Context: an optimization exercise on an open-source flow, tuned for small area. The choices shown serve that exercise and are no tape-out recipe.
The RTL was checked by simulation tests, not by an equivalence proof against the original design.

==> v10 <==
## processor
module processor(
    input wire clk,
    input wire reset,
    output [31:0] imem_addr,
    input wire [31:0] imem_data,
    output [31:0] dmem_addr,
    output [31:0] dmem_wdata,
    output [3:0] dmem_wstrb,
    output dmem_we,
    output dmem_re,
    input wire [31:0] dmem_rdata,
    output [31:0] x1,
    output [31:0] x2,
    output [31:0] x3,
    output [31:0] x4
);
    reg [31:1] pc;
    reg [31:0] regs [1:31];
    reg [31:5] valid;
    wire [31:1] pc_next;
    wire [31:1] we, we_n, sel1, sel2;
    wire [32*31-1:0] d_next;
    wire [32*31-1:0] q_all;
    wire [31:0] wb;
    wire rf_we;
    wire kill1;
    integer i;
    always @(posedge clk or posedge reset) begin
        if (reset) begin
            pc <= 31'b0;
            for (i = 1; i <= 4; i = i + 1) regs[i] <= 32'b0;
            valid <= 27'b0;
        end else begin
            pc <= pc_next;
            for (i = 1; i <= 4; i = i + 1) regs[i] <= d_next[32*(i-1) +: 32];
            valid <= valid | we[31:5];
        end
    end
    always @(posedge clk) begin
        for (i = 5; i <= 31; i = i + 1) regs[i] <= d_next[32*(i-1) +: 32];
    end
    genvar k;
    generate
        for (k = 1; k <= 31; k = k + 1) begin : rf
            assign q_all[32*(k-1) +: 32] = regs[k];
            rf_wmux wmux(.q(regs[k]), .wd(wb), .we(we[k]), .we_n(we_n[k]), .d(d_next[32*(k-1) +: 32]));
        end
    endgenerate
    assign x1 = regs[1];
    assign x2 = regs[2];
    assign x3 = regs[3];
    assign x4 = regs[4];
    wire [31:0] pc32 = {pc, 1'b0};
    wire [31:0] rs1_data, rs2_data;
    wire [4:0] ra1, ra2, wa;
    wire sel_pc_a, alu_sub, s_sum, s_sll, s_sr, s_sra, s_and, s_xor, s_lt, s_ltu, jump, branch_taken, wb_link, wb_load;
    wire [31:0] operand_b, sum, result, branch_imm, load_data;
    wire [31:1] pc_plus4;
    wire eq, lt, ltu;
    assign imem_addr = pc32;
    assign dmem_addr = sum;
    rf_decode dec(
        .wa(wa), .wen(rf_we), .ra1(ra1), .kill1(kill1), .ra2(ra2), .valid(valid),
        .we(we), .we_n(we_n), .sel1(sel1), .sel2(sel2)
    );
    rf_read #(.N(32)) read1(.data({pc32, q_all}), .sel({sel_pc_a, sel1}), .y(rs1_data));
    rf_read #(.N(31)) read2(.data(q_all), .sel(sel2), .y(rs2_data));
    control control0(
        .instruction(imem_data),
  ...
==> module control, before the edit <==
module control(
    input wire [31:0] instruction,
    input wire [31:0] address_from_pc,
    input wire [31:0] data_from_rs2,
    input wire [31:0] data_from_mem,
    input wire [1:0] mem_addr_lo,      
    input wire eq,
    input wire lt,
    input wire ltu,
    output wire [4:0] read_addr_rs1,
    output wire kill_rs1,              
    output wire [4:0] read_addr_rs2,
    output wire [4:0] write_addr_register_file,
    output wire write_enable_register_file,
    output wire sel_pc_a,              
    output wire [31:0] operand_b,      
    output wire alu_sub,
    output wire s_sum,
    output wire s_sll,
    output wire s_sr,
    output wire s_sra,
    output wire s_and,
    output wire s_xor,
    output wire s_lt,
    output wire s_ltu,
    output wire jump,                  
    output wire branch_taken,
    output wire [31:0] branch_imm,
    output wire wb_link,               
    output wire wb_load,               
    output wire [31:0] load_data,
    output wire write_enable_data_mem,
    output wire read_enable_data_mem,
    output wire [31:0] data_to_mem,
    output wire [3:0] strobe_to_mem
);
    wire [31:0] ins = instruction;
    wire [2:0] f3 = ins[14:12];
    wire alt = (ins[31:25] == 7'b0100000);
    wire ok = (ins[1:0] == 2'b11);
    wire [4:0] op = ins[6:2];
    wire is_op    = ok && op == 5'b01100;
    wire is_opimm = ok && op == 5'b00100;
    wire is_lui   = ok && op == 5'b01101;
    wire is_auipc = ok && op == 5'b00101;
    wire is_jal   = ok && op == 5'b11011;
    wire is_jalr  = ok && op == 5'b11001;
    wire is_br    = ok && op == 5'b11000;
    wire is_load  = ok && op == 5'b00000;
    wire is_store = ok && op == 5'b01000;
    wire [31:0] immI = {{20{ins[31]}}, ins[31:20]};
    wire [31:0] immS = {{20{ins[31]}}, ins[31:25], ins[11:7]};
    wire [31:0] immB = {{20{ins[31]}}, ins[7], ins[30:25], ins[11:8], 1'b0};
    wire [31:0] immU = {ins[31:12], 12'b0};
    wire [31:0] immJ = {{12{ins[31]}}, ins[19:12], ins[20], ins[30:21], 1'b0};
    wire f_alu   = ~ins[2] & ins[4] & ~ins[6];           
    wire f_op    = f_alu & ins[5];                       
    wire f_br    = ~ins[2] & ~ins[4] & ins[6];           
    wire f_rs2   = ~ins[2] & ins[5] & (ins[4] | ins[6]);  
    wire f_immS  = ~ins[2] & ins[5];                     
    wire f_immU  = ins[2] & ins[4];                      
    wire f_immJ  = ins[2] & ins[3];                      
    assign kill_rs1 = ins[2] & (ins[3] | ins[4]);        
    assign sel_pc_a = ins[2] & (ins[3] | (ins[4] & ~ins[5]));  
    assign read_addr_rs1 = ins[19:15];
    assign read_addr_rs2 = ins[24:20];
    assign write_addr_register_file = ins[11:7];
    assign write_enable_register_file = is_op | is_opimm | is_lui | is_auipc | is_jal | is_jalr | is_load;
    assign operand_b = f_rs2 ? data_from_rs2 :
                       f_immS ? immS :
                       f_immU ? immU :
                       f_immJ ? immJ : immI;
    assign alu_sub = f_br | (f_alu & (f3[2:1] == 2'b01)) | (f_op & f3 == 3'b000 & alt);
    assign s_sum = ~f_alu | (f3 == 3'b000);
    assign s_sll = f_alu & (f3 == 3'b001);
    assign s_sr  = f_alu & (f3 == 3'b101);
    assign s_sra = f_alu & (f3 == 3'b101) & alt;
    assign s_and = f_alu & (f3[2:1] == 2'b11);
    assign s_xor = f_alu & (f3 == 3'b100 || f3 == 3'b110);
    assign s_lt  = f_alu & (f3 == 3'b010);
    assign s_ltu = f_alu & (f3 == 3'b011);
    assign jump = is_jal | is_jalr;
    assign branch_taken = is_br & (f3[2] ? ((f3[1] ? ltu : lt) ^ f3[0]) : (~f3[1] & (eq ^ f3[0])));
    assign branch_imm = immB;
    assign wb_link = ins[2] & ins[6];                    
    assign wb_load = ~ins[2] & ~ins[4] & ~ins[5];        
    wire [7:0] lbyte = mem_addr_lo[1] ? (mem_addr_lo[0] ? data_from_mem[31:24] : data_from_mem[23:16])
                                      : (mem_addr_lo[0] ? data_from_mem[15:8] : data_from_mem[7:0]);
    wire [15:0] lhalf = mem_addr_lo[1] ? data_from_mem[31:16] : data_from_mem[15:0];
    reg [31:0] ld;
    always @(*) begin
        case (f3)
            3'b000: ld = {{24{lbyte[7]}}, lbyte};
            3'b100: ld = {24'b0, lbyte};
            3'b001: ld = {{16{lhalf[15]}}, lhalf};
            3'b101: ld = {16'b0, lhalf};
            3'b010: ld = data_from_mem;
            default: ld = 32'b0;
        endcase
    end
    assign load_data = ld;
    assign read_enable_data_mem = is_load;
    assign write_enable_data_mem = is_store & ~f3[2] & ~(f3[1] & f3[0]);
    assign strobe_to_mem = f3[1] ? 4'b1111 :
                           f3[0] ? (mem_addr_lo[1] ? 4'b1100 : 4'b0011) :
                           (4'b0001 << mem_addr_lo);
    assign data_to_mem[7:0]   = data_from_rs2[7:0];
    assign data_to_mem[15:8]  = (f3[1] | f3[0]) ? data_from_rs2[15:8] : data_from_rs2[7:0];
    assign data_to_mem[23:16] = f3[1] ? data_from_rs2[23:16] : data_from_rs2[7:0];
    assign data_to_mem[31:24] = f3[1] ? data_from_rs2[31:24] : f3[0] ? data_from_rs2[15:8] : data_from_rs2[7:0];
endmodule
clock: 12.0 ns
lec_check: 0
cap_margin: 10
core_margin: 2
core_utilization: 40
setup_slack_margin: 0.2
slew_margin: 30
synth_hierarchical: 1
standard.sh (not shown) runs the stock make flow with config.mk's settings and CLKGATE_MAP_FILE= SYNTH_SCRIPT=/design/flow/synth_recipe.tcl, a recipe that flattens the netlist after the stock synthesis.
==> flow/flow/run.sh <==
#!/bin/bash
set -e
cp standard.sh standard_sh_copy.log
export BUFFER_PORTS_ARGS="-buffer_cell sky130_fd_sc_hd__buf_1"
export CTS_ARGS="-sink_clustering_enable -repair_clock_nets -dont_use_dummy_load -buf_list sky130_fd_sc_hd__clkbuf_8 -sink_clustering_size 12 -sink_clustering_max_diameter 50"
bash standard.sh > standard.log 2>&1
==> v29 (differences from v10) <==
--- a/flow/design.v
+++ b/flow/design.v
@@ -254,37 +254,31 @@
     wire [31:0] immB = {{20{ins[31]}}, ins[7], ins[30:25], ins[11:8], 1'b0};
     wire [31:0] immU = {ins[31:12], 12'b0};
     wire [31:0] immJ = {{12{ins[31]}}, ins[19:12], ins[20], ins[30:21], 1'b0};
-    wire f_alu   = ~ins[2] & ins[4] & ~ins[6];           
-    wire f_op    = f_alu & ins[5];                       
-    wire f_br    = ~ins[2] & ~ins[4] & ins[6];           
-    wire f_rs2   = ~ins[2] & ins[5] & (ins[4] | ins[6]);  
-    wire f_immS  = ~ins[2] & ins[5];                     
-    wire f_immU  = ins[2] & ins[4];                      
-    wire f_immJ  = ins[2] & ins[3];                      
-    assign kill_rs1 = ins[2] & (ins[3] | ins[4]);        
-    assign sel_pc_a = ins[2] & (ins[3] | (ins[4] & ~ins[5]));  
     assign read_addr_rs1 = ins[19:15];
+    assign kill_rs1 = is_lui | is_auipc | is_jal;
     assign read_addr_rs2 = ins[24:20];
     assign write_addr_register_file = ins[11:7];
     assign write_enable_register_file = is_op | is_opimm | is_lui | is_auipc | is_jal | is_jalr | is_load;
-    assign operand_b = f_rs2 ? data_from_rs2 :
-                       f_immS ? immS :
-                       f_immU ? immU :
-                       f_immJ ? immJ : immI;
-    assign alu_sub = f_br | (f_alu & (f3[2:1] == 2'b01)) | (f_op & f3 == 3'b000 & alt);
-    assign s_sum = ~f_alu | (f3 == 3'b000);
-    assign s_sll = f_alu & (f3 == 3'b001);
-    assign s_sr  = f_alu & (f3 == 3'b101);
-    assign s_sra = f_alu & (f3 == 3'b101) & alt;
-    assign s_and = f_alu & (f3[2:1] == 2'b11);
-    assign s_xor = f_alu & (f3 == 3'b100 || f3 == 3'b110);
-    assign s_lt  = f_alu & (f3 == 3'b010);
-    assign s_ltu = f_alu & (f3 == 3'b011);
+    assign sel_pc_a = is_auipc | is_jal;
+    assign operand_b = (is_op | is_br) ? data_from_rs2 :
+                       is_store ? immS :
+                       (is_lui | is_auipc) ? immU :
+                       is_jal ? immJ : immI;
+    assign alu_sub = is_br | ((is_op | is_opimm) & (f3[2:1] == 2'b01)) | (is_op & f3 == 3'b000 & alt);
+    wire is_alu = is_op | is_opimm;
+    assign s_sum = ~is_alu | (f3 == 3'b000);
+    assign s_sll = is_alu & (f3 == 3'b001);
+    assign s_sr  = is_alu & (f3 == 3'b101);
+    assign s_sra = is_alu & (f3 == 3'b101) & alt;
+    assign s_and = is_alu & (f3[2:1] == 2'b11);
+    assign s_xor = is_alu & (f3 == 3'b100 || f3 == 3'b110);
+    assign s_lt  = is_alu & (f3 == 3'b010);
+    assign s_ltu = is_alu & (f3 == 3'b011);
     assign jump = is_jal | is_jalr;
     assign branch_taken = is_br & (f3[2] ? ((f3[1] ? ltu : lt) ^ f3[0]) : (~f3[1] & (eq ^ f3[0])));
     assign branch_imm = immB;
-    assign wb_link = ins[2] & ins[6];                    
-    assign wb_load = ~ins[2] & ~ins[4] & ~ins[5];        
+    assign wb_link = is_jal | is_jalr;
+    assign wb_load = is_load;
     wire [7:0] lbyte = mem_addr_lo[1] ? (mem_addr_lo[0] ? data_from_mem[31:24] : data_from_mem[23:16])
                                       : (mem_addr_lo[0] ? data_from_mem[15:8] : data_from_mem[7:0]);
     wire [15:0] lhalf = mem_addr_lo[1] ? data_from_mem[31:16] : data_from_mem[15:0];
==> flow/run.sh (new file) <==
#!/bin/bash
# synth_recipe.tcl (not shown) runs the flow's synth.tcl, then flattens the netlist and writes it again
# the make line also repeats each setting of config.mk as NAME=value (left out here)
make -C /OpenROAD-flow-scripts/flow DESIGN_CONFIG=/design/flow/config.mk WORK_HOME=/design/flow/orfs CLKGATE_MAP_FILE= SYNTH_SCRIPT=/design/flow/synth_recipe.tcl finish
Settings changed: CAP_MARGIN 10 to 20, SETUP_SLACK_MARGIN 0.2 to unset, SLEW_MARGIN 30 to 20.
removed: flow/flow/run.sh
removed: flow/standard.sh
==> v1 (differences from v10) <==
==> flow/flow/run.sh (replaced) <==
#!/bin/bash
set -e
cp standard.sh standard_sh_copy.log
export BUFFER_PORTS_ARGS="-buffer_cell sky130_fd_sc_hd__buf_1"
export CTS_ARGS="-sink_clustering_enable -repair_clock_nets -dont_use_dummy_load -sink_clustering_size 30 -sink_clustering_max_diameter 60"
bash standard.sh > standard.log 2>&1
Settings changed: CAP_MARGIN 10 to 20, SLEW_MARGIN 30 to 40.
==> notes.md <==
* Run status: complete, but fails checks
* Reasons for failing layout checks: negative setup slack
* Final setup violating endpoints at 12
* Mean instance size in the synthesized netlist at 10.88 um2
* Global routing met2 resource utilization at 55.45%
* Final setup slack of the worst path at -193.7 ps
* Worst setup startpoint: imem_data[19]
Source of the figures above: v29

==> notes.md <==
* Run status: complete, no violations
* Final setup slack of the worst path at 574.3 ps
* Mean instance size in the synthesized netlist at 10.86 um2
* Global routing met2 resource utilization at 53.54%
* Final setup violating endpoints at 0
Source of the figures above: v10

==> notes.md <==
* Global routing met2 resource utilization at 53.76%
* Mean instance size in the synthesized netlist at 10.86 um2
* Final setup violating endpoints at 0
* Run status: complete, no violations
Source of the figures above: v1

[re-timing with driven ports]
The results above use ideal ports. As a check the final layouts listed here were re-extracted and re-timed, cells and wires unchanged. Step 1 sets driving cells, clkbuf_16 on the clock port and buf_2 on the other inputs (assumed; they add their load-dependent delay and slew). Step 2 adds t to the input delays and takes it off the output delays; t is the mean of the earliest and latest rising clock arrival at the registers after step 1. Input paths then give back, and output paths get back, about the clock's delay inside the block. a / b / c = ideal ports / drivers / drivers and shift; a / b = the first two.
run	shift t [ns]	setup slack, ns	worst hold slack (ns)	pins driven straight from the clock port
v10	0.910	0.574 / 0.552 / 0.552	0.484 / 0.484 / 0.484	1
v29	0.787	-0.194 / -0.223 / -0.223	0.480 / 0.480 / 0.480	1
v1	0.751	0.733 / 0.602 / 0.602	0.483 / 0.483 / 0.483	1
For v1, which loses most, drivers alone change the setup slack by -0.131 ns; drivers and shift together by -0.131 ns.
